This is an optimization exercise on Yosys and OpenROAD, whose aim is small area, not a production implementation. Function was checked by simulation only, so behaviour that the tests miss may differ from the original. Power and IR drop assume default switching activity.

==> module fifo, before the edit <==
module fifo #(
    parameter int DATA_WIDTH       = 32,
    parameter int BUFFER_DEPTH     = 8,
    parameter int LOG_BUFFER_DEPTH = (BUFFER_DEPTH > 1) ? $clog2(BUFFER_DEPTH) : 1
) (
    input  logic                      clk_i,
    input  logic                      rst_n_i,
    input  logic                      flush_i,
    output logic                      full_o,
    output logic                      empty_o,
    output logic [LOG_BUFFER_DEPTH:0] cnt_o,
    input  logic [    DATA_WIDTH-1:0] dat_i,
    input  logic                      push_i,
    output logic [    DATA_WIDTH-1:0] dat_o,
    input  logic                      pop_i
);
  localparam int NG3 = BUFFER_DEPTH / 3;   
  localparam int NREM = BUFFER_DEPTH % 3;   
  localparam int NGRP = NG3 + NREM;   
  logic [LOG_BUFFER_DEPTH:0] s_cnt_d, s_cnt_q;
  logic [BUFFER_DEPTH-1:0][DATA_WIDTH-1:0] s_mem_q;
  logic [BUFFER_DEPTH-1:0] s_sel;
  logic push_hdshk, pop_hdshk;
  assign push_hdshk = push_i & ~full_o;
  assign pop_hdshk  = pop_i & ~empty_o;
  assign cnt_o      = s_cnt_q;
  assign empty_o    = s_cnt_q == 0;
  assign full_o     = s_cnt_q == BUFFER_DEPTH;
  logic s_inc, s_dec;
  logic [LOG_BUFFER_DEPTH:0] s_all1, s_all0;
  assign s_inc = push_hdshk & ~pop_hdshk;
  assign s_dec = pop_hdshk & ~push_hdshk;
  assign s_all1[0] = s_inc;
  assign s_all0[0] = s_dec;
  for (genvar i = 1; i <= LOG_BUFFER_DEPTH; i++) begin : g_cnt
    assign s_all1[i] = s_all1[i-1] & s_cnt_q[i-1];
    assign s_all0[i] = s_all0[i-1] & ~s_cnt_q[i-1];
  end
  assign s_cnt_d = flush_i ? '0 : s_cnt_q ^ (s_all1 | s_all0);
  dffr #(LOG_BUFFER_DEPTH + 1) u_cnt_dffr (
      clk_i,
      rst_n_i,
      s_cnt_d,
      s_cnt_q
  );
  always_ff @(posedge clk_i) begin
    if (push_hdshk) begin
      s_mem_q[0] <= dat_i;
      for (int i = 1; i < BUFFER_DEPTH; i++) s_mem_q[i] <= s_mem_q[i-1];
    end
  end
  localparam int LLO = LOG_BUFFER_DEPTH / 2;
  localparam int LHI = LOG_BUFFER_DEPTH - LLO;
  logic [(1<<LLO)-1:0] s_nlo;
  logic [(1<<LHI)-1:0] s_nhi;
  for (genvar j = 0; j < (1 << LLO); j++) begin : g_lo
    assign s_nlo[j] = ~(s_cnt_q[LLO-1:0] == LLO'(j));
  end
  for (genvar j = 0; j < (1 << LHI); j++) begin : g_hi
    assign s_nhi[j] = ~(s_cnt_q[LOG_BUFFER_DEPTH-1:LLO] == LHI'(j));
  end
  for (genvar i = 0; i < BUFFER_DEPTH; i++) begin : g_sel
    localparam int K = (i + 1) % (1 << LOG_BUFFER_DEPTH);
    assign s_sel[i] = ~(s_nlo[K%(1<<LLO)] | s_nhi[K>>LLO]);
  end
  for (genvar b = 0; b < DATA_WIDTH; b++) begin : g_bit
    logic [NGRP-1:0] s_grp_n;
    for (genvar g = 0; g < NG3; g++) begin : g_grp
      fifo_aoi222 u_aoi (
          .a1(s_sel[3*g]),
          .a2(s_mem_q[3*g][b]),
          .b1(s_sel[3*g+1]),
          .b2(s_mem_q[3*g+1][b]),
          .c1(s_sel[3*g+2]),
          .c2(s_mem_q[3*g+2][b]),
          .y (s_grp_n[g])
      );
    end
    for (genvar r = 0; r < NREM; r++) begin : g_rem
      fifo_nand_n #(2) u_nand (
          .a({s_sel[3*NG3+r], s_mem_q[3*NG3+r][b]}),
          .y(s_grp_n[NG3+r])
      );
    end
    fifo_or_n #(NGRP) u_or (
        .a_n(s_grp_n),
        .y  (dat_o[b])
    );
  end
endmodule
Settings: LEC_CHECK=0, CAP_MARGIN=20, CORE_MARGIN=2, CORE_UTILIZATION=70, PLACE_DENSITY=0.8, SLEW_MARGIN=20, SYNTH_HIERARCHICAL=1; clock period 5.0 ns.
standard.sh (not shown) runs the stock make flow with config.mk's settings and CLKGATE_MAP_FILE= SYNTH_SCRIPT=/design/flow/synth_recipe.tcl, a recipe that flattens the netlist after the stock synthesis.
==> flow/flow/run.sh <==
#!/bin/bash
# Standard ORFS layout. Synthesis runs unchanged; the later steps use a
# lighter clock tree (no dummy loads, clkbuf_8 only), the smallest buffer on
# the ports, and no buffers above buf_4 for repairs.
set -euo pipefail
bash standard.sh synth > standard_synth.log 2>&1
DU="sky130_fd_sc_hd__probe_p_8 sky130_fd_sc_hd__probec_p_8 sky130_fd_sc_hd__lpflow_bleeder_1 sky130_fd_sc_hd__lpflow_clkbufkapwr_1 sky130_fd_sc_hd__lpflow_clkbufkapwr_16 sky130_fd_sc_hd__lpflow_clkbufkapwr_2 sky130_fd_sc_hd__lpflow_clkbufkapwr_4 sky130_fd_sc_hd__lpflow_clkbufkapwr_8 sky130_fd_sc_hd__lpflow_clkinvkapwr_1 sky130_fd_sc_hd__lpflow_clkinvkapwr_16 sky130_fd_sc_hd__lpflow_clkinvkapwr_2 sky130_fd_sc_hd__lpflow_clkinvkapwr_4 sky130_fd_sc_hd__lpflow_clkinvkapwr_8 sky130_fd_sc_hd__lpflow_decapkapwr_12 sky130_fd_sc_hd__lpflow_decapkapwr_3 sky130_fd_sc_hd__lpflow_decapkapwr_4 sky130_fd_sc_hd__lpflow_decapkapwr_6 sky130_fd_sc_hd__lpflow_decapkapwr_8 sky130_fd_sc_hd__lpflow_inputiso0n_1 sky130_fd_sc_hd__lpflow_inputiso0p_1 sky130_fd_sc_hd__lpflow_inputiso1n_1 sky130_fd_sc_hd__lpflow_inputiso1p_1 sky130_fd_sc_hd__lpflow_inputisolatch_1 sky130_fd_sc_hd__lpflow_isobufsrc_1 sky130_fd_sc_hd__lpflow_isobufsrc_16 sky130_fd_sc_hd__lpflow_isobufsrc_2 sky130_fd_sc_hd__lpflow_isobufsrc_4 sky130_fd_sc_hd__lpflow_isobufsrc_8 sky130_fd_sc_hd__lpflow_isobufsrckapwr_16 sky130_fd_sc_hd__lpflow_lsbuf_lh_hl_isowell_tap_1 sky130_fd_sc_hd__lpflow_lsbuf_lh_hl_isowell_tap_2 sky130_fd_sc_hd__lpflow_lsbuf_lh_hl_isowell_tap_4 sky130_fd_sc_hd__lpflow_lsbuf_lh_isowell_4 sky130_fd_sc_hd__lpflow_lsbuf_lh_isowell_tap_1 sky130_fd_sc_hd__lpflow_lsbuf_lh_isowell_tap_2 sky130_fd_sc_hd__lpflow_lsbuf_lh_isowell_tap_4 sky130_fd_sc_hd__fill_1 sky130_fd_sc_hd__fill_2 sky130_fd_sc_hd__fill_4 sky130_fd_sc_hd__fill_8  sky130_fd_sc_hd__buf_6 sky130_fd_sc_hd__buf_8 sky130_fd_sc_hd__buf_12 sky130_fd_sc_hd__buf_16 sky130_fd_sc_hd__bufbuf_8 sky130_fd_sc_hd__bufbuf_16"
bash standard.sh \
  "DONT_USE_CELLS=$DU" \
  "CTS_ARGS=-sink_clustering_enable -repair_clock_nets -dont_use_dummy_load -buf_list sky130_fd_sc_hd__clkbuf_8 -sink_clustering_size 18 -sink_clustering_max_diameter 60" \
  "BUFFER_PORTS_ARGS=-buffer_cell sky130_fd_sc_hd__buf_1" \
  finish > standard.log 2>&1
Change:
--- a/flow/design.v
+++ b/flow/design.v
@@ -222,10 +222,11 @@
   localparam int NREM = BUFFER_DEPTH % 3;   
   localparam int NGRP = NG3 + NREM;   
   logic [LOG_BUFFER_DEPTH:0] s_cnt_d, s_cnt_q;
   logic [BUFFER_DEPTH-1:0][DATA_WIDTH-1:0] s_mem_q;
-  logic [BUFFER_DEPTH-1:0] s_sel;
-  logic push_hdshk, pop_hdshk;
+  localparam int NHALF = 2;   
+  logic [NHALF-1:0][BUFFER_DEPTH-1:0] s_sel;
+  logic push_hdshk, pop_hdshk, s_mem_en;
   assign push_hdshk = push_i & ~full_o;
   assign pop_hdshk  = pop_i & ~empty_o;
   assign cnt_o      = s_cnt_q;
   assign empty_o    = s_cnt_q == 0;
@@ -246,10 +247,20 @@
       rst_n_i,
       s_cnt_d,
       s_cnt_q
   );
+  logic s_push_n;
+  fifo_inv u_push_n (
+      .a(push_i),
+      .y(s_push_n)
+  );
+  fifo_nor2 u_mem_en (
+      .a(s_push_n),
+      .b(full_o),
+      .y(s_mem_en)
+  );
   always_ff @(posedge clk_i) begin
-    if (push_hdshk) begin
+    if (s_mem_en) begin
       s_mem_q[0] <= dat_i;
       for (int i = 1; i < BUFFER_DEPTH; i++) s_mem_q[i] <= s_mem_q[i-1];
     end
   end
@@ -264,26 +275,33 @@
     assign s_nhi[j] = ~(s_cnt_q[LOG_BUFFER_DEPTH-1:LLO] == LHI'(j));
   end
   for (genvar i = 0; i < BUFFER_DEPTH; i++) begin : g_sel
     localparam int K = (i + 1) % (1 << LOG_BUFFER_DEPTH);
-    assign s_sel[i] = ~(s_nlo[K%(1<<LLO)] | s_nhi[K>>LLO]);
+    for (genvar h = 0; h < NHALF; h++) begin : g_half
+      fifo_nor2 u_sel (
+          .a(s_nlo[K%(1<<LLO)]),
+          .b(s_nhi[K>>LLO]),
+          .y(s_sel[h][i])
+      );
+    end
   end
   for (genvar b = 0; b < DATA_WIDTH; b++) begin : g_bit
+    localparam int H = b * NHALF / DATA_WIDTH;
     logic [NGRP-1:0] s_grp_n;
     for (genvar g = 0; g < NG3; g++) begin : g_grp
       fifo_aoi222 u_aoi (
-          .a1(s_sel[3*g]),
+          .a1(s_sel[H][3*g]),
           .a2(s_mem_q[3*g][b]),
-          .b1(s_sel[3*g+1]),
+          .b1(s_sel[H][3*g+1]),
           .b2(s_mem_q[3*g+1][b]),
-          .c1(s_sel[3*g+2]),
+          .c1(s_sel[H][3*g+2]),
           .c2(s_mem_q[3*g+2][b]),
           .y (s_grp_n[g])
       );
     end
     for (genvar r = 0; r < NREM; r++) begin : g_rem
       fifo_nand_n #(2) u_nand (
-          .a({s_sel[3*NG3+r], s_mem_q[3*NG3+r][b]}),
+          .a({s_sel[H][3*NG3+r], s_mem_q[3*NG3+r][b]}),
           .y(s_grp_n[NG3+r])
       );
     end
     fifo_or_n #(NGRP) u_or (
@@ -337,4 +355,17 @@
     output logic         y
 );
   assign y = ~&a;
 endmodule
+module fifo_inv (
+    input  logic a,
+    output logic y
+);
+  assign y = ~a;
+endmodule
+module fifo_nor2 (
+    input  logic a,
+    input  logic b,
+    output logic y
+);
+  assign y = ~(a | b);
+endmodule
=> The new run completed without violations. Routed wire length is lower by roughly a tenth. Design area barely changes. Utilization shrinks by 0.14 points. Total power fell slightly. Critical path depth stays the same. Via count goes down slightly. Maximum frequency came out lower slightly. Area after synthesis rose slightly. Register-to-register slack gains 0.36 ns. Final cell count goes up slightly. Worst setup slack gets worse by 0.071 ns.

-- re-timing with driven ports --
In the flow no input, the clock included, has a driving cell. The finished layouts below were timed again as built, in two steps. Step 1, drivers: a clkbuf_16 drives clk_i and a buf_2 each remaining input, both assumed. Step 2 adds t to the input delays and takes it off the output delays; t is the mean of the earliest and latest rising clock arrival at the registers after step 1. Input paths then give back, and output paths get back, about the clock's delay inside the block. Slacks: no drivers / after step 1 / after step 2; pairs: no drivers / after step 1.
| run | t (ns) | setup slack, ns | worst setup path at the end |
|---|---|---|---|
| the first run | 0.685 | 0.184 / 0.128 / 0.813 | register to output |
| the second run | 0.696 | 0.113 / 0.064 / 0.760 | register to output |
After both steps setup and hold are still met in every run listed.
